Background: an optimization exercise with open tools, aiming at small area, a short achievable clock period and few clock cycles. Do not read the settings as production practice. The RTL of this run was laid out without a check of its function.

### config.mk
export PLATFORM = sky130hd
export DESIGN_NAME = geofence
export DESIGN_NICKNAME = geofence
export VERILOG_FILES = /design/flow/design.v
export SDC_FILE = /design/flow/constraint.sdc
export NUM_CORES = 4
export LEC_CHECK = 0
export CAP_MARGIN = 20
export CORE_MARGIN = 2
export CORE_UTILIZATION = 40
export SETUP_SLACK_MARGIN = 5
export SLEW_MARGIN = 20
export SYNTH_HIERARCHICAL = 1
export SYNTH_MINIMUM_KEEP_SIZE = 0
### constraint.sdc
create_clock -name core_clock -period 10.0 [get_ports {clk}]
set_input_delay 2.0000 -clock core_clock [delete_from_list [all_inputs] [get_ports {clk}]]
set_output_delay 2.0000 -clock core_clock [all_outputs]
set_load 0.01 [all_outputs]
### design.v
module geofence (clk, reset, X, Y, valid, is_inside);
input clk;
input reset;
input [9:0] X;
input [9:0] Y;
output reg valid;
output reg is_inside;
reg [3:0] ph;
reg [9:0] rx, ry;                  
reg vxs, vys;                      
reg [9:0] vxm, vym;                
reg vz;                            
reg axs, ays, bxs, bys;            
reg [9:0] axm, aym, bxm, bym;
reg deg;                           
reg ins;                           
wire [10:0] dx = {1'b0, X} - {1'b0, rx};
wire [10:0] dy = {1'b0, Y} - {1'b0, ry};
wire [9:0] dxm = (dx[9:0] ^ {10{dx[10]}}) + {9'd0, dx[10]};
wire [9:0] dym = (dy[9:0] ^ {10{dy[10]}}) + {9'd0, dy[10]};
wire vxz = ~|vxm;
wire vyz = ~|vym;
wire a1 = axs ^ vys, a2 = ays ^ vxs;
wire b1 = bxs ^ vys, b2 = bys ^ vxs;
wire az = (~|axm | vyz) & (~|aym | vxz);
wire bz = (~|bxm | vyz) & (~|bym | vxz);
wire ta, tb;
wire [4:0] xone, xtwo, xneg, yone, ytwo, yneg;
geofence_booth ex (.x(vxm), .one(xone), .two(xtwo), .neg(xneg));
geofence_booth ey (.x(vym), .one(yone), .two(ytwo), .neg(yneg));
geofence_xsign ua (.p(axm), .r(aym), .qone(yone), .qtwo(ytwo), .qneg(yneg), .q9(vym[9]),
    .tone(xone), .ttwo(xtwo), .tneg(xneg), .t9(vxm[9]), .c(~a1), .neg(ta));
geofence_xsign ub (.p(bxm), .r(bym), .qone(yone), .qtwo(ytwo), .qneg(yneg), .q9(vym[9]),
    .tone(xone), .ttwo(xtwo), .tneg(xneg), .t9(vxm[9]), .c(b1), .neg(tb));
wire a_le = (a1 == a2) ? ta ^ a1 : a1 | az;     
wire b_ge = (b1 == b2) ? ~(tb ^ b1) : ~b1 | bz;  
wire opp = (axs ^ vxs) | (ays ^ vys);
wire hit = vz | (a_le & b_ge & (~deg | opp));
wire new_a = a_le & ~b_ge;
wire new_b = ~a_le & b_ge;
wire first = (ph == 4'd2);
wire ins_nx = first ? vz : (ins | hit);
always @(posedge clk or posedge reset) begin
    if (reset) begin
        ph <= 4'd0;
        valid <= 1'b0;
    end else begin
        valid <= (ph == 4'd7);
        ph <= (ph == 4'd8) ? 4'd0 : ph + 4'd1;
    end
end
always @(posedge clk) begin
    if (ph == 4'd0) begin
        rx <= X;
        ry <= Y;
    end
    vxs <= dx[10];
    vys <= dy[10];
    vxm <= dxm;
    vym <= dym;
    vz <= (X == rx) & (Y == ry);
    if (first | new_a) begin
        axs <= vxs; ays <= vys; axm <= vxm; aym <= vym;
    end
    if (first | new_b) begin
        bxs <= vxs; bys <= vys; bxm <= vxm; bym <= vym;
    end
    deg <= first | (deg & ~new_a & ~new_b);
    ins <= ins_nx;
    if (ph == 4'd7)
        is_inside <= ins_nx;
end
endmodule
module geofence_xsign (p, r, qone, qtwo, qneg, q9, tone, ttwo, tneg, t9, c, neg);
input [9:0] p, r;
input [4:0] qone, qtwo, qneg, tone, ttwo, tneg;
input q9, t9, c;
output neg;
wire n1 = qneg[0];
wire n2 = qneg[1];
wire n3 = qneg[2];
wire n4 = qneg[3];
wire n5 = qneg[4];
wire n6 = ~tneg[0];
wire n7 = ~tneg[1];
wire n8 = ~tneg[2];
wire n9 = ~tneg[3];
wire n10 = ~tneg[4];
wire n11 = (((qone[0] & p[0])) ^ n1);
wire n12 = n1;
wire n13 = (((tone[0] & r[0])) ^ n6);
wire n14 = n6;
wire n15 = ~c;
wire n16 = (((qone[0] & p[1]) | (qtwo[0] & p[0])) ^ n1);
wire n17 = (((tone[0] & r[1]) | (ttwo[0] & r[0])) ^ n6);
wire n18 = (((qone[0] & p[2]) | (qtwo[0] & p[1])) ^ n1);
wire n19 = (((qone[1] & p[0])) ^ n2);
wire n20 = n2;
wire n21 = (((tone[0] & r[2]) | (ttwo[0] & r[1])) ^ n6);
wire n22 = (((tone[1] & r[0])) ^ n7);
wire n23 = n7;
wire n24 = (((qone[0] & p[3]) | (qtwo[0] & p[2])) ^ n1);
wire n25 = (((qone[1] & p[1]) | (qtwo[1] & p[0])) ^ n2);
wire n26 = (((tone[0] & r[3]) | (ttwo[0] & r[2])) ^ n6);
wire n27 = (((tone[1] & r[1]) | (ttwo[1] & r[0])) ^ n7);
wire n28 = (((qone[0] & p[4]) | (qtwo[0] & p[3])) ^ n1);
wire n29 = (((qone[1] & p[2]) | (qtwo[1] & p[1])) ^ n2);
wire n30 = (((qone[2] & p[0])) ^ n3);
wire n31 = n3;
wire n32 = (((tone[0] & r[4]) | (ttwo[0] & r[3])) ^ n6);
wire n33 = (((tone[1] & r[2]) | (ttwo[1] & r[1])) ^ n7);
wire n34 = (((tone[2] & r[0])) ^ n8);
wire n35 = n8;
wire n36 = (((qone[0] & p[5]) | (qtwo[0] & p[4])) ^ n1);
wire n37 = (((qone[1] & p[3]) | (qtwo[1] & p[2])) ^ n2);
wire n38 = (((qone[2] & p[1]) | (qtwo[2] & p[0])) ^ n3);
wire n39 = (((tone[0] & r[5]) | (ttwo[0] & r[4])) ^ n6);
wire n40 = (((tone[1] & r[3]) | (ttwo[1] & r[2])) ^ n7);
wire n41 = (((tone[2] & r[1]) | (ttwo[2] & r[0])) ^ n8);
wire n42 = (((qone[0] & p[6]) | (qtwo[0] & p[5])) ^ n1);
wire n43 = (((qone[1] & p[4]) | (qtwo[1] & p[3])) ^ n2);
wire n44 = (((qone[2] & p[2]) | (qtwo[2] & p[1])) ^ n3);
wire n45 = (((qone[3] & p[0])) ^ n4);
wire n46 = n4;
wire n47 = (((tone[0] & r[6]) | (ttwo[0] & r[5])) ^ n6);
wire n48 = (((tone[1] & r[4]) | (ttwo[1] & r[3])) ^ n7);
wire n49 = (((tone[2] & r[2]) | (ttwo[2] & r[1])) ^ n8);
wire n50 = (((tone[3] & r[0])) ^ n9);
wire n51 = n9;
wire n52 = (((qone[0] & p[7]) | (qtwo[0] & p[6])) ^ n1);
wire n53 = (((qone[1] & p[5]) | (qtwo[1] & p[4])) ^ n2);
wire n54 = (((qone[2] & p[3]) | (qtwo[2] & p[2])) ^ n3);
wire n55 = (((qone[3] & p[1]) | (qtwo[3] & p[0])) ^ n4);
wire n56 = (((tone[0] & r[7]) | (ttwo[0] & r[6])) ^ n6);
wire n57 = (((tone[1] & r[5]) | (ttwo[1] & r[4])) ^ n7);
wire n58 = (((tone[2] & r[3]) | (ttwo[2] & r[2])) ^ n8);
wire n59 = (((tone[3] & r[1]) | (ttwo[3] & r[0])) ^ n9);
wire n60 = (((qone[0] & p[8]) | (qtwo[0] & p[7])) ^ n1);
wire n61 = (((qone[1] & p[6]) | (qtwo[1] & p[5])) ^ n2);
wire n62 = (((qone[2] & p[4]) | (qtwo[2] & p[3])) ^ n3);
wire n63 = (((qone[3] & p[2]) | (qtwo[3] & p[1])) ^ n4);
wire n64 = (((qone[4] & p[0])) ^ n5);
wire n65 = n5;
wire n66 = (((tone[0] & r[8]) | (ttwo[0] & r[7])) ^ n6);
wire n67 = (((tone[1] & r[6]) | (ttwo[1] & r[5])) ^ n7);
wire n68 = (((tone[2] & r[4]) | (ttwo[2] & r[3])) ^ n8);
wire n69 = (((tone[3] & r[2]) | (ttwo[3] & r[1])) ^ n9);
wire n70 = (((tone[4] & r[0])) ^ n10);
wire n71 = n10;
wire n72 = (((qone[0] & p[9]) | (qtwo[0] & p[8])) ^ n1);
wire n73 = (((qone[1] & p[7]) | (qtwo[1] & p[6])) ^ n2);
wire n74 = (((qone[2] & p[5]) | (qtwo[2] & p[4])) ^ n3);
wire n75 = (((qone[3] & p[3]) | (qtwo[3] & p[2])) ^ n4);
wire n76 = (((qone[4] & p[1]) | (qtwo[4] & p[0])) ^ n5);
wire n77 = (((tone[0] & r[9]) | (ttwo[0] & r[8])) ^ n6);
wire n78 = (((tone[1] & r[7]) | (ttwo[1] & r[6])) ^ n7);
wire n79 = (((tone[2] & r[5]) | (ttwo[2] & r[4])) ^ n8);
wire n80 = (((tone[3] & r[3]) | (ttwo[3] & r[2])) ^ n9);
wire n81 = (((tone[4] & r[1]) | (ttwo[4] & r[0])) ^ n10);
wire n82 = (((qtwo[0] & p[9])) ^ n1);
wire n83 = (((qone[1] & p[8]) | (qtwo[1] & p[7])) ^ n2);
wire n84 = (((qone[2] & p[6]) | (qtwo[2] & p[5])) ^ n3);
wire n85 = (((qone[3] & p[4]) | (qtwo[3] & p[3])) ^ n4);
wire n86 = (((qone[4] & p[2]) | (qtwo[4] & p[1])) ^ n5);
wire n87 = (p[0] & q9);
wire n88 = (((ttwo[0] & r[9])) ^ n6);
wire n89 = (((tone[1] & r[8]) | (ttwo[1] & r[7])) ^ n7);
wire n90 = (((tone[2] & r[6]) | (ttwo[2] & r[5])) ^ n8);
wire n91 = (((tone[3] & r[4]) | (ttwo[3] & r[3])) ^ n9);
wire n92 = (((tone[4] & r[2]) | (ttwo[4] & r[1])) ^ n10);
wire n93 = ~(r[0] & t9);
wire n94 = ~n1;
wire n95 = (((qone[1] & p[9]) | (qtwo[1] & p[8])) ^ n2);
wire n96 = (((qone[2] & p[7]) | (qtwo[2] & p[6])) ^ n3);
wire n97 = (((qone[3] & p[5]) | (qtwo[3] & p[4])) ^ n4);
wire n98 = (((qone[4] & p[3]) | (qtwo[4] & p[2])) ^ n5);
wire n99 = (p[1] & q9);
wire n100 = ~n6;
wire n101 = (((tone[1] & r[9]) | (ttwo[1] & r[8])) ^ n7);
wire n102 = (((tone[2] & r[7]) | (ttwo[2] & r[6])) ^ n8);
wire n103 = (((tone[3] & r[5]) | (ttwo[3] & r[4])) ^ n9);
wire n104 = (((tone[4] & r[3]) | (ttwo[4] & r[2])) ^ n10);
wire n105 = ~(r[1] & t9);
wire n106 = (((qtwo[1] & p[9])) ^ n2);
wire n107 = (((qone[2] & p[8]) | (qtwo[2] & p[7])) ^ n3);
wire n108 = (((qone[3] & p[6]) | (qtwo[3] & p[5])) ^ n4);
wire n109 = (((qone[4] & p[4]) | (qtwo[4] & p[3])) ^ n5);
wire n110 = (p[2] & q9);
wire n111 = (((ttwo[1] & r[9])) ^ n7);
wire n112 = (((tone[2] & r[8]) | (ttwo[2] & r[7])) ^ n8);
wire n113 = (((tone[3] & r[6]) | (ttwo[3] & r[5])) ^ n9);
wire n114 = (((tone[4] & r[4]) | (ttwo[4] & r[3])) ^ n10);
wire n115 = ~(r[2] & t9);
wire n116 = ~n2;
wire n117 = (((qone[2] & p[9]) | (qtwo[2] & p[8])) ^ n3);
wire n118 = (((qone[3] & p[7]) | (qtwo[3] & p[6])) ^ n4);
wire n119 = (((qone[4] & p[5]) | (qtwo[4] & p[4])) ^ n5);
wire n120 = (p[3] & q9);
wire n121 = ~n7;
wire n122 = (((tone[2] & r[9]) | (ttwo[2] & r[8])) ^ n8);
wire n123 = (((tone[3] & r[7]) | (ttwo[3] & r[6])) ^ n9);
wire n124 = (((tone[4] & r[5]) | (ttwo[4] & r[4])) ^ n10);
wire n125 = ~(r[3] & t9);
wire n126 = (((qtwo[2] & p[9])) ^ n3);
wire n127 = (((qone[3] & p[8]) | (qtwo[3] & p[7])) ^ n4);
wire n128 = (((qone[4] & p[6]) | (qtwo[4] & p[5])) ^ n5);
wire n129 = (p[4] & q9);
wire n130 = (((ttwo[2] & r[9])) ^ n8);
wire n131 = (((tone[3] & r[8]) | (ttwo[3] & r[7])) ^ n9);
wire n132 = (((tone[4] & r[6]) | (ttwo[4] & r[5])) ^ n10);
wire n133 = ~(r[4] & t9);
wire n134 = ~n3;
wire n135 = (((qone[3] & p[9]) | (qtwo[3] & p[8])) ^ n4);
wire n136 = (((qone[4] & p[7]) | (qtwo[4] & p[6])) ^ n5);
wire n137 = (p[5] & q9);
wire n138 = ~n8;
wire n139 = (((tone[3] & r[9]) | (ttwo[3] & r[8])) ^ n9);
wire n140 = (((tone[4] & r[7]) | (ttwo[4] & r[6])) ^ n10);
wire n141 = ~(r[5] & t9);
wire n142 = (((qtwo[3] & p[9])) ^ n4);
wire n143 = (((qone[4] & p[8]) | (qtwo[4] & p[7])) ^ n5);
wire n144 = (p[6] & q9);
wire n145 = (((ttwo[3] & r[9])) ^ n9);
wire n146 = (((tone[4] & r[8]) | (ttwo[4] & r[7])) ^ n10);
wire n147 = ~(r[6] & t9);
wire n148 = ~n4;
wire n149 = (((qone[4] & p[9]) | (qtwo[4] & p[8])) ^ n5);
wire n150 = (p[7] & q9);
wire n151 = ~n9;
wire n152 = (((tone[4] & r[9]) | (ttwo[4] & r[8])) ^ n10);
wire n153 = ~(r[7] & t9);
wire n154 = (((qtwo[4] & p[9])) ^ n5);
wire n155 = (p[8] & q9);
wire n156 = (((ttwo[4] & r[9])) ^ n10);
wire n157 = ~(r[8] & t9);
wire n158 = ~n5;
wire n159 = (p[9] & q9);
wire n160 = ~n10;
wire n161 = ~(r[9] & t9);
wire n162, n163;
geofence_fa fn162 (.a(n42), .b(n43), .c(n44), .s(n162), .co(n163));
wire n164 = n52 ^ n53;
wire n165 = n52 & n53;
wire n166, n167;
geofence_fa fn166 (.a(n60), .b(n61), .c(n62), .s(n166), .co(n167));
wire n168, n169;
geofence_fa fn168 (.a(n63), .b(n64), .c(n65), .s(n168), .co(n169));
wire n170 = n66 ^ n67;
wire n171 = n66 & n67;
wire n172, n173;
geofence_fa fn172 (.a(n72), .b(n73), .c(n74), .s(n172), .co(n173));
wire n174, n175;
geofence_fa fn174 (.a(n75), .b(n76), .c(n77), .s(n174), .co(n175));
wire n176 = n78 ^ n79;
wire n177 = n78 & n79;
wire n178, n179;
geofence_fa fn178 (.a(n82), .b(n83), .c(n84), .s(n178), .co(n179));
wire n180, n181;
geofence_fa fn180 (.a(n85), .b(n86), .c(n87), .s(n180), .co(n181));
wire n182, n183;
geofence_fa fn182 (.a(n88), .b(n89), .c(n90), .s(n182), .co(n183));
wire n184, n185;
geofence_fa fn184 (.a(n94), .b(n95), .c(n96), .s(n184), .co(n185));
wire n186, n187;
geofence_fa fn186 (.a(n97), .b(n98), .c(n99), .s(n186), .co(n187));
wire n188, n189;
geofence_fa fn188 (.a(n100), .b(n101), .c(n102), .s(n188), .co(n189));
wire n190, n191;
geofence_fa fn190 (.a(n106), .b(n107), .c(n108), .s(n190), .co(n191));
wire n192, n193;
geofence_fa fn192 (.a(n109), .b(n110), .c(n111), .s(n192), .co(n193));
wire n194 = n112 ^ n113;
wire n195 = n112 & n113;
wire n196, n197;
geofence_fa fn196 (.a(n116), .b(n117), .c(n118), .s(n196), .co(n197));
wire n198, n199;
geofence_fa fn198 (.a(n119), .b(n120), .c(n121), .s(n198), .co(n199));
wire n200 = n122 ^ n123;
wire n201 = n122 & n123;
wire n202, n203;
geofence_fa fn202 (.a(n126), .b(n127), .c(n128), .s(n202), .co(n203));
wire n204 = n134 ^ n135;
wire n205 = n134 & n135;
wire n206 = n18 ^ n19;
wire n207 = n18 & n19;
wire n208, n209;
geofence_fa fn208 (.a(n28), .b(n29), .c(n30), .s(n208), .co(n209));
wire n210 = n31 ^ n32;
wire n211 = n31 & n32;
wire n212, n213;
geofence_fa fn212 (.a(n36), .b(n37), .c(n38), .s(n212), .co(n213));
wire n214 = n39 ^ n40;
wire n215 = n39 & n40;
wire n216, n217;
geofence_fa fn216 (.a(n45), .b(n46), .c(n47), .s(n216), .co(n217));
wire n218, n219;
geofence_fa fn218 (.a(n48), .b(n49), .c(n50), .s(n218), .co(n219));
wire n220 = ~n51;
wire n221 = n51;
wire n222, n223;
geofence_fa fn222 (.a(n54), .b(n55), .c(n56), .s(n222), .co(n223));
wire n224, n225;
geofence_fa fn224 (.a(n57), .b(n58), .c(n59), .s(n224), .co(n225));
wire n226 = ~(n163 ^ n164);
wire n227 = n163 | n164;
wire n228, n229;
geofence_fa fn228 (.a(n68), .b(n69), .c(n70), .s(n228), .co(n229));
wire n230 = ~(n71 ^ n165);
wire n231 = n71 | n165;
wire n232, n233;
geofence_fa fn232 (.a(n166), .b(n168), .c(n170), .s(n232), .co(n233));
wire n234 = ~(n80 ^ n81);
wire n235 = n80 | n81;
wire n236, n237;
geofence_fa fn236 (.a(n167), .b(n169), .c(n171), .s(n236), .co(n237));
wire n238, n239;
geofence_fa fn238 (.a(n172), .b(n174), .c(n176), .s(n238), .co(n239));
wire n240, n241;
geofence_fa fn240 (.a(n91), .b(n92), .c(n93), .s(n240), .co(n241));
wire n242, n243;
geofence_fa fn242 (.a(n173), .b(n175), .c(n177), .s(n242), .co(n243));
wire n244, n245;
geofence_fa fn244 (.a(n178), .b(n180), .c(n182), .s(n244), .co(n245));
wire n246, n247;
geofence_fa fn246 (.a(n103), .b(n104), .c(n105), .s(n246), .co(n247));
wire n248, n249;
geofence_fa fn248 (.a(n179), .b(n181), .c(n183), .s(n248), .co(n249));
wire n250, n251;
geofence_fa fn250 (.a(n184), .b(n186), .c(n188), .s(n250), .co(n251));
wire n252 = ~(n114 ^ n115);
wire n253 = n114 | n115;
wire n254, n255;
geofence_fa fn254 (.a(n185), .b(n187), .c(n189), .s(n254), .co(n255));
wire n256, n257;
geofence_fa fn256 (.a(n190), .b(n192), .c(n194), .s(n256), .co(n257));
wire n258 = ~(n124 ^ n125);
wire n259 = n124 | n125;
wire n260, n261;
geofence_fa fn260 (.a(n191), .b(n193), .c(n195), .s(n260), .co(n261));
wire n262, n263;
geofence_fa fn262 (.a(n196), .b(n198), .c(n200), .s(n262), .co(n263));
wire n264, n265;
geofence_fa fn264 (.a(n129), .b(n130), .c(n131), .s(n264), .co(n265));
wire n266, n267;
geofence_fa fn266 (.a(n132), .b(n133), .c(n197), .s(n266), .co(n267));
wire n268, n269;
geofence_fa fn268 (.a(n199), .b(n201), .c(n202), .s(n268), .co(n269));
wire n270, n271;
geofence_fa fn270 (.a(n136), .b(n137), .c(n138), .s(n270), .co(n271));
wire n272, n273;
geofence_fa fn272 (.a(n139), .b(n140), .c(n141), .s(n272), .co(n273));
wire n274 = ~(n203 ^ n204);
wire n275 = n203 | n204;
wire n276, n277;
geofence_fa fn276 (.a(n142), .b(n143), .c(n144), .s(n276), .co(n277));
wire n278, n279;
geofence_fa fn278 (.a(n145), .b(n146), .c(n147), .s(n278), .co(n279));
wire n280, n281;
geofence_fa fn280 (.a(n148), .b(n149), .c(n150), .s(n280), .co(n281));
wire n282 = n151 ^ n152;
wire n283 = n151 & n152;
wire n284, n285;
geofence_fa fn284 (.a(n11), .b(n12), .c(n13), .s(n284), .co(n285));
wire n286, n287;
geofence_fa fn286 (.a(n20), .b(n21), .c(n22), .s(n286), .co(n287));
wire n288, n289;
geofence_fa fn288 (.a(n24), .b(n25), .c(n26), .s(n288), .co(n289));
wire n290 = ~n27;
wire n291 = n27;
wire n292, n293;
geofence_fa fn292 (.a(n33), .b(n34), .c(n35), .s(n292), .co(n293));
wire n294 = ~(n208 ^ n210);
wire n295 = n208 | n210;
wire n296 = ~(n41 ^ n209);
wire n297 = n41 | n209;
wire n298, n299;
geofence_fa fn298 (.a(n211), .b(n212), .c(n214), .s(n298), .co(n299));
wire n300, n301;
geofence_fa fn300 (.a(n162), .b(n213), .c(n215), .s(n300), .co(n301));
wire n302, n303;
geofence_fa fn302 (.a(n216), .b(n218), .c(n220), .s(n302), .co(n303));
wire n304, n305;
geofence_fa fn304 (.a(n217), .b(n219), .c(n221), .s(n304), .co(n305));
wire n306, n307;
geofence_fa fn306 (.a(n222), .b(n224), .c(n226), .s(n306), .co(n307));
wire n308, n309;
geofence_fa fn308 (.a(n223), .b(n225), .c(n227), .s(n308), .co(n309));
wire n310, n311;
geofence_fa fn310 (.a(n228), .b(n230), .c(n232), .s(n310), .co(n311));
wire n312, n313;
geofence_fa fn312 (.a(n229), .b(n231), .c(n233), .s(n312), .co(n313));
wire n314, n315;
geofence_fa fn314 (.a(n234), .b(n236), .c(n238), .s(n314), .co(n315));
wire n316, n317;
geofence_fa fn316 (.a(n235), .b(n237), .c(n239), .s(n316), .co(n317));
wire n318, n319;
geofence_fa fn318 (.a(n240), .b(n242), .c(n244), .s(n318), .co(n319));
wire n320, n321;
geofence_fa fn320 (.a(n241), .b(n243), .c(n245), .s(n320), .co(n321));
wire n322, n323;
geofence_fa fn322 (.a(n246), .b(n248), .c(n250), .s(n322), .co(n323));
wire n324, n325;
geofence_fa fn324 (.a(n247), .b(n249), .c(n251), .s(n324), .co(n325));
wire n326, n327;
geofence_fa fn326 (.a(n252), .b(n254), .c(n256), .s(n326), .co(n327));
wire n328, n329;
geofence_fa fn328 (.a(n253), .b(n255), .c(n257), .s(n328), .co(n329));
wire n330, n331;
geofence_fa fn330 (.a(n258), .b(n260), .c(n262), .s(n330), .co(n331));
wire n332, n333;
geofence_fa fn332 (.a(n259), .b(n261), .c(n263), .s(n332), .co(n333));
wire n334, n335;
geofence_fa fn334 (.a(n264), .b(n266), .c(n268), .s(n334), .co(n335));
wire n336, n337;
geofence_fa fn336 (.a(n265), .b(n267), .c(n269), .s(n336), .co(n337));
wire n338, n339;
geofence_fa fn338 (.a(n270), .b(n272), .c(n274), .s(n338), .co(n339));
wire n340, n341;
geofence_fa fn340 (.a(n205), .b(n271), .c(n273), .s(n340), .co(n341));
wire n342, n343;
geofence_fa fn342 (.a(n275), .b(n276), .c(n278), .s(n342), .co(n343));
wire n344 = ~(n153 ^ n277);
wire n345 = n153 | n277;
wire n346, n347;
geofence_fa fn346 (.a(n279), .b(n280), .c(n282), .s(n346), .co(n347));
wire n348, n349;
geofence_fa fn348 (.a(n154), .b(n155), .c(n156), .s(n348), .co(n349));
wire n350, n351;
geofence_fa fn350 (.a(n157), .b(n281), .c(n283), .s(n350), .co(n351));
wire n352, n353;
geofence_fa fn352 (.a(n158), .b(n159), .c(n160), .s(n352), .co(n353));
wire n354 = ~n161;
wire n355 = n161;
wire n356 = n14 ^ n15;
wire n357 = n14 & n15;
wire n358 = ~(n16 ^ n17);
wire n359 = n16 | n17;
wire n360 = ~(n23 ^ n206);
wire n361 = n23 | n206;
wire n362, n363;
geofence_fa fn362 (.a(n207), .b(n287), .c(n288), .s(n362), .co(n363));
wire n364, n365;
geofence_fa fn364 (.a(n289), .b(n291), .c(n292), .s(n364), .co(n365));
wire n366, n367;
geofence_fa fn366 (.a(n293), .b(n295), .c(n296), .s(n366), .co(n367));
wire n368, n369;
geofence_fa fn368 (.a(n297), .b(n299), .c(n300), .s(n368), .co(n369));
wire n370, n371;
geofence_fa fn370 (.a(n301), .b(n303), .c(n304), .s(n370), .co(n371));
wire n372, n373;
geofence_fa fn372 (.a(n305), .b(n307), .c(n308), .s(n372), .co(n373));
wire n374, n375;
geofence_fa fn374 (.a(n309), .b(n311), .c(n312), .s(n374), .co(n375));
wire n376, n377;
geofence_fa fn376 (.a(n313), .b(n315), .c(n316), .s(n376), .co(n377));
wire n378, n379;
geofence_fa fn378 (.a(n317), .b(n319), .c(n320), .s(n378), .co(n379));
wire n380, n381;
geofence_fa fn380 (.a(n321), .b(n323), .c(n324), .s(n380), .co(n381));
wire n382, n383;
geofence_fa fn382 (.a(n325), .b(n327), .c(n328), .s(n382), .co(n383));
wire n384, n385;
geofence_fa fn384 (.a(n329), .b(n331), .c(n332), .s(n384), .co(n385));
wire n386, n387;
geofence_fa fn386 (.a(n333), .b(n335), .c(n336), .s(n386), .co(n387));
wire n388, n389;
geofence_fa fn388 (.a(n337), .b(n339), .c(n340), .s(n388), .co(n389));
wire n390, n391;
geofence_fa fn390 (.a(n341), .b(n343), .c(n344), .s(n390), .co(n391));
wire n392, n393;
geofence_fa fn392 (.a(n345), .b(n347), .c(n348), .s(n392), .co(n393));
wire n394, n395;
geofence_fa fn394 (.a(n349), .b(n351), .c(n352), .s(n394), .co(n395));
wire n396 = ~n353;
wire n397 = n353;
wire n398 = ~n284;
wire n399 = n284;
wire n400, n401;
geofence_fa fn400 (.a(n285), .b(n357), .c(n358), .s(n400), .co(n401));
wire n402, n403;
geofence_fa fn402 (.a(n286), .b(n359), .c(n360), .s(n402), .co(n403));
wire n404, n405;
geofence_fa fn404 (.a(n290), .b(n361), .c(n362), .s(n404), .co(n405));
wire n406, n407;
geofence_fa fn406 (.a(n294), .b(n363), .c(n364), .s(n406), .co(n407));
wire n408, n409;
geofence_fa fn408 (.a(n298), .b(n365), .c(n366), .s(n408), .co(n409));
wire n410, n411;
geofence_fa fn410 (.a(n302), .b(n367), .c(n368), .s(n410), .co(n411));
wire n412, n413;
geofence_fa fn412 (.a(n306), .b(n369), .c(n370), .s(n412), .co(n413));
wire n414, n415;
geofence_fa fn414 (.a(n310), .b(n371), .c(n372), .s(n414), .co(n415));
wire n416, n417;
geofence_fa fn416 (.a(n314), .b(n373), .c(n374), .s(n416), .co(n417));
wire n418, n419;
geofence_fa fn418 (.a(n318), .b(n375), .c(n376), .s(n418), .co(n419));
wire n420, n421;
geofence_fa fn420 (.a(n322), .b(n377), .c(n378), .s(n420), .co(n421));
wire n422, n423;
geofence_fa fn422 (.a(n326), .b(n379), .c(n380), .s(n422), .co(n423));
wire n424, n425;
geofence_fa fn424 (.a(n330), .b(n381), .c(n382), .s(n424), .co(n425));
wire n426, n427;
geofence_fa fn426 (.a(n334), .b(n383), .c(n384), .s(n426), .co(n427));
wire n428, n429;
geofence_fa fn428 (.a(n338), .b(n385), .c(n386), .s(n428), .co(n429));
wire n430, n431;
geofence_fa fn430 (.a(n342), .b(n387), .c(n388), .s(n430), .co(n431));
wire n432, n433;
geofence_fa fn432 (.a(n346), .b(n389), .c(n390), .s(n432), .co(n433));
wire n434, n435;
geofence_fa fn434 (.a(n350), .b(n391), .c(n392), .s(n434), .co(n435));
wire n436, n437;
geofence_fa fn436 (.a(n354), .b(n393), .c(n394), .s(n436), .co(n437));
wire n438, n439;
geofence_fa fn438 (.a(n355), .b(n395), .c(n396), .s(n438), .co(n439));
wire n440 = n356 & n398;
wire n441 = n356 | n398;
wire n442 = n399 & n400;
wire n443 = n399 | n400;
wire n444 = n401 & n402;
wire n445 = n401 | n402;
wire n446 = n403 & n404;
wire n447 = n403 | n404;
wire n448 = n405 & n406;
wire n449 = n405 | n406;
wire n450 = n407 & n408;
wire n451 = n407 | n408;
wire n452 = n409 & n410;
wire n453 = n409 | n410;
wire n454 = n411 & n412;
wire n455 = n411 | n412;
wire n456 = n413 & n414;
wire n457 = n413 | n414;
wire n458 = n415 & n416;
wire n459 = n415 | n416;
wire n460 = n417 & n418;
wire n461 = n417 | n418;
wire n462 = n419 & n420;
wire n463 = n419 | n420;
wire n464 = n421 & n422;
wire n465 = n421 | n422;
wire n466 = n423 & n424;
wire n467 = n423 | n424;
wire n468 = n425 & n426;
wire n469 = n425 | n426;
wire n470 = n427 & n428;
wire n471 = n427 | n428;
wire n472 = n429 & n430;
wire n473 = n429 | n430;
wire n474 = n431 & n432;
wire n475 = n431 | n432;
wire n476 = n433 & n434;
wire n477 = n433 | n434;
wire n478 = n435 & n436;
wire n479 = n435 | n436;
wire n480 = n442 | (n443 & n440);
wire n481 = n443 & n441;
wire n482 = n446 | (n447 & n444);
wire n483 = n447 & n445;
wire n484 = n450 | (n451 & n448);
wire n485 = n451 & n449;
wire n486 = n454 | (n455 & n452);
wire n487 = n455 & n453;
wire n488 = n458 | (n459 & n456);
wire n489 = n459 & n457;
wire n490 = n462 | (n463 & n460);
wire n491 = n463 & n461;
wire n492 = n466 | (n467 & n464);
wire n493 = n467 & n465;
wire n494 = n470 | (n471 & n468);
wire n495 = n471 & n469;
wire n496 = n474 | (n475 & n472);
wire n497 = n475 & n473;
wire n498 = n478 | (n479 & n476);
wire n499 = n479 & n477;
wire n500 = n482 | (n483 & n480);
wire n501 = n483 & n481;
wire n502 = n486 | (n487 & n484);
wire n503 = n487 & n485;
wire n504 = n490 | (n491 & n488);
wire n505 = n491 & n489;
wire n506 = n494 | (n495 & n492);
wire n507 = n495 & n493;
wire n508 = n498 | (n499 & n496);
wire n509 = n499 & n497;
wire n510 = n502 | (n503 & n500);
wire n511 = n503 & n501;
wire n512 = n506 | (n507 & n504);
wire n513 = n507 & n505;
wire n514 = n512 | (n513 & n510);
wire n515 = n513 & n511;
wire n516 = n508 | (n509 & n514);
wire n517 = n509 & n515;
assign neg = n437 ^ n438 ^ n516;
endmodule
module geofence_fa (a, b, c, s, co);
input a, b, c;
output s, co;
assign s = a ^ b ^ c;
assign co = (a & b) | (a & c) | (b & c);
endmodule
module geofence_booth (x, one, two, neg);
input [9:0] x;
output [4:0] one, two, neg;
wire [10:0] xx = {x, 1'b0};
genvar k;
generate
    for (k = 0; k < 5; k = k + 1) begin : dig
        assign one[k] = xx[2*k+1] ^ xx[2*k];
        assign two[k] = (xx[2*k+2] & ~xx[2*k+1] & ~xx[2*k]) | (~xx[2*k+2] & xx[2*k+1] & xx[2*k]);
        assign neg[k] = xx[2*k+2];
    end
endgenerate
endmodule
### run.sh
#!/bin/bash
# synth_recipe.tcl (not shown) runs the flow's synth.tcl, then flattens the netlist and writes it again
# the make line also repeats each setting of config.mk as NAME=value (left out here)
make -C /OpenROAD-flow-scripts/flow DESIGN_CONFIG=/design/flow/config.mk WORK_HOME=/design/flow/orfs CLKGATE_MAP_FILE= SYNTH_SCRIPT=/design/flow/synth_recipe.tcl finish
==> results.txt <==
[per-layer routing]
metal | GRT usage, % | vias to the layer above | wire length [um]
met5 | 0 | - | 11
met4 | 8.88 | 2 | 1620
met3 | 3.27 | 109 | 3130
met2 | 36.8 | 508 | 20300
met1 | 30.6 | 5764 | 17900
li1 | - | 5011 | -
[cell usage after synthesis (all sizes together) (5+ instances only)]
| library cell | n |
|---|---|
| nand2 | 84 |
| nand3 | 11 |
| a31oi | 14 |
| fa | 226 |
| a21oi | 28 |
| o21ai | 25 |
| and2 | 27 |
| nand2b | 12 |
| nor2 | 47 |
| inv | 120 |
| nor4 | 9 |
| clkbuf | 83 |
| o22ai | 14 |
| a21o | 5 |
| nor2b | 6 |
| dfxtp | 25 |
| nand4 | 5 |
| nand3b | 8 |
| edfxtp | 65 |
| ha | 69 |
| nor3 | 13 |
| a22oi | 191 |
| o211ai | 8 |
| buf | 34 |
| xnor2 | 210 |
| xor2 | 65 |
| dfrtp | 5 |
[worst max-delay path: stages (launching register included)]
cell	delay, ns
dfxtp_4	0.40
nand3b_1	0.30
buf_6	0.21
o21ai_4	0.16
a22oi_2	0.13
xnor2_2	0.19
fa_2	0.57
fa_2	0.46
fa_2	0.36
fa_1	0.47
fa_1	0.53
nor2_1	0.07
nor3_2	0.19
o211ai_1	0.13
o211ai_2	0.28
o211ai_2	0.17
nand2b_4	0.18
a21oi_4	0.17
a31oi_4	0.07
buf_12	0.17
a21o_1	0.16
a21o_1	0.21
[state kept, by name, indices dropped and copies added, names as in the netlist]
register / flops
valid: 1
vxm: 10
axs: 1
axm: 10
ph: 4
bxs: 1
vxs: 1
bxm: 10
bys: 1
deg: 1
ays: 1
is_inside: 1
rx: 10
ry: 10
vym: 10
vys: 1
vz: 1
ins: 1
aym: 10
bym: 10
[modules after synthesis, one instance, submodules excluded]
module | flops+latches | cells inside
geofence_fa | 0 | 1
geofence_booth | 0 | 23
geofence_xsign | 0 | 405
geofence | 95 | 370
[worst min path at each step]
stage / from / end / depth (start not counted) / slack [ns]
6_report: vz / ins / 1 / 0.49
5_1_grt: vz / ins / 1 / 0.52
4_1_cts: deg / deg / 2 / 0.49
3_5_place_dp: deg / deg / 2 / 0.47
3_3_place_gp: deg / deg / 2 / 0.46
2_1_floorplan: vz / ins / 1 / 0.40
[cells in the final DEF, fill, tap and decap left out, types with 11 or more instances in the layout]
cell type | netlist | routed
xnor2_1 | 208 | 199
fa_1 | 226 | 190
a22oi_1 | 191 | 167
inv_1 | 119 | 118
nand2_1 | 84 | 82
ha_1 | 69 | 68
buf_4 | 13 | 67
edfxtp_1 | 65 | 65
xor2_1 | 62 | 56
nor2_1 | 44 | 40
fa_2 | 0 | 36
and2_1 | 27 | 27
buf_6 | 1 | 27
a21oi_1 | 27 | 25
a22oi_2 | 0 | 24
clkdlybuf4s50_1 | 0 | 23
dfxtp_4 | 0 | 14
o21ai_0 | 20 | 12
a31oi_1 | 14 | 12
nand3_1 | 11 | 11
xnor2_2 | 2 | 11
clkbuf_16 | 0 | 11
[repair_timing]
action	CTS	global route
pin swaps	68	12
resized for setup	130	21
buffers inserted	82	3
endpoints found under the hold margin	0	0
setup endpoints to repair	48	52
gates cloned	11	0
[per-stage QoR]
step	std cells	instance area, um2	setup WS, ns	hold slack (ns)	utilization (%)
2_1_floorplan	1450	15100	4.72	0.397	-
3_3_place_gp	1846	15500	3.06	0.459	42.4
3_5_place_dp	1847	15500	2.93	0.470	42.5
4_1_cts	1956	17300	4.37	0.487	47.4
5_1_grt	1959	17400	4.06	0.516	47.8
6_report	1959	17400	4.17	0.490	47.8
[final cells by class]
cell class	count	area [um2]	share of cell area, %
multi-input cells	1121	12000	68.8
clock inverters	1	7.51	0.0430
inverters	120	454	2.60
clock buffers	15	300	1.72
well taps	468	586	3.36
repair buffers	139	1460	8.37
flip-flops and latches	95	2630	15.1
[cells by family (layout without fill, tap and decap cells)]
| family | after synthesis | count (layout) | synth area share [%] |
|---|---|---|---|
| AO/OA/AOI/OAI | 314 | 316 | 15.4 |
| multiplexers | 3 | 3 | 0.219 |
| flip-flops | 95 | 95 | 17.4 |
| adder cells (fa/ha/maj) | 295 | 295 | 36.3 |
| XOR/XNOR | 275 | 275 | 16.5 |
| buffers and inverters | 237 | 275 | 6.55 |
| AND/OR/NAND/NOR | 231 | 232 | 7.63 |
==> results.txt <==
* Status: timing/DRC/antenna clean
* Synth top area cells: fa_1, edfxtp_1, xnor2_1, a22oi_1, ha_1
* Fin crit period at just under 6 ns
* Die Y at 197 um
* Worst skew pair latency at 0.34 ns
* Setup Skew at slightly below 0.007 ns
* Post-Route WL at 43000 um
* Filler cells at between 3000 and 4000
* GRT overflow at 0
* Max-Cap Viols at 0
* Synth Register Bits at between 90 and 100
* Pins Over Slew Limit at 0
* Final setup fails at 0
* Share of layout cells above drive strength 1 at 19.5%
* Number of I/O port buffers at 23
* CTS buffer count at 9
* Routed len/inst at 22.0 um
* RePlAce Congestion at 0.843
* Nets at 1803
* R2r startpoint: vym[5]
* Mapped cell area at 14800 um2
* Number of H-tree levels at 3
* Row count at 70
* Number of enable flip-flop cells after synthesis at 65
* Hold crit path type: flop to flop
* Clock root cell: clkbuf_16
* Hold Buf Count CTS at 0
* Initial antenna violation count at 1
* R2R Setup Slk at 4.17 ns
* Synth Flop Type: edfxtp_1
* Area delta synth->final at 17.6%
* Setup Crit Path Kind: flop to flop
* Critical Path Start Type: flop
* Vias/cell at slightly below 6
* Relative slew slack at between 40% and 50%
* Synth async-reset ratio at 5.26%
* Setup crit end: is_inside
* Post-route ant nets at 0
* TritonCTS Sinks at 95
* # diodes at 0
* Total number of vias at 11394
* CP startpoint: vym[5]
* Detailed Route Iter0 Violations at 951
* Yosys top cell area share at between 30% and 40%
* Core area at 36500 um2
* Die Area at ~39000 um2
* Fin crit share at 58.3%
* Max Freq at 0.171 GHz
* Detailed placer's ending HPWL at between 20000 and 30000 um
* Ys Warns at 7
* DRC violations left at 0
* Clock-pin transition on the worst setup and hold timing paths at 0.06 ns
* First-pass GRT wire length at 67200 um
* Slew of the pin with the lowest slew margin at ~0.77 ns
* CP endpoint kind: flop
* Worst-path maximum fanout at 7
* Yosys cell types at 62
* RSZ-0062 raised after global routing: true
* Largest net degree at the start of global routing at 29
* Yosys top cell by area: fa_1
* Worst-case clock buffer depth at 2
* Initial Utilization at 40.6%
* Final hold viol count at 0
* R2R depth at 21
* Crit path DAT at between 5 and 6 ns
* Post-synthesis sequential area ratio at 17.4%
* Vias in the first global route at 11843
* Setup TNS at 0 ns
* DR pass1 iterations at 7
* Die Width at 197 um
* Mapped Nets at 1767
* Reg2reg end: is_inside
* GRT Total Usage at 22.6%
* CTS tree: yes
* Mapped Avg Cell Area at ~10 um2
* Mapped Cells at between 1000 and 1500
* Worst Path Required at 10.08 ns
* Number of I/O pins at 24

## re-timing with driven ports
No port has a modelled driver above. Below, the same layout with a new extraction and two added sets of constraints. Step 1: set_driving_cell puts a clkbuf_16 on clk and a buf_2 on each other input, an assumption about the parent block. Step 2 times the ports against the registers' clock, not the clock port: input delays grow and output delays shrink by t, the midpoint of the rising clock arrivals with the driver on. a / b / c = no drivers / after step 1 / after step 2; a / b = the first two.
t, ns: 0.376
setup WS [ns]: 4.165 / 4.165 / 4.165
hold slack, ns: 0.490 / 0.490 / 0.490
slew at the worst register clock pin (ns): 0.07 / 0.07
worst slew at a driven data input, ns: 0.03
After both steps this run still meets setup and hold. For this run, drivers alone change the setup slack by 0.000 ns; drivers and shift together by 0.000 ns.
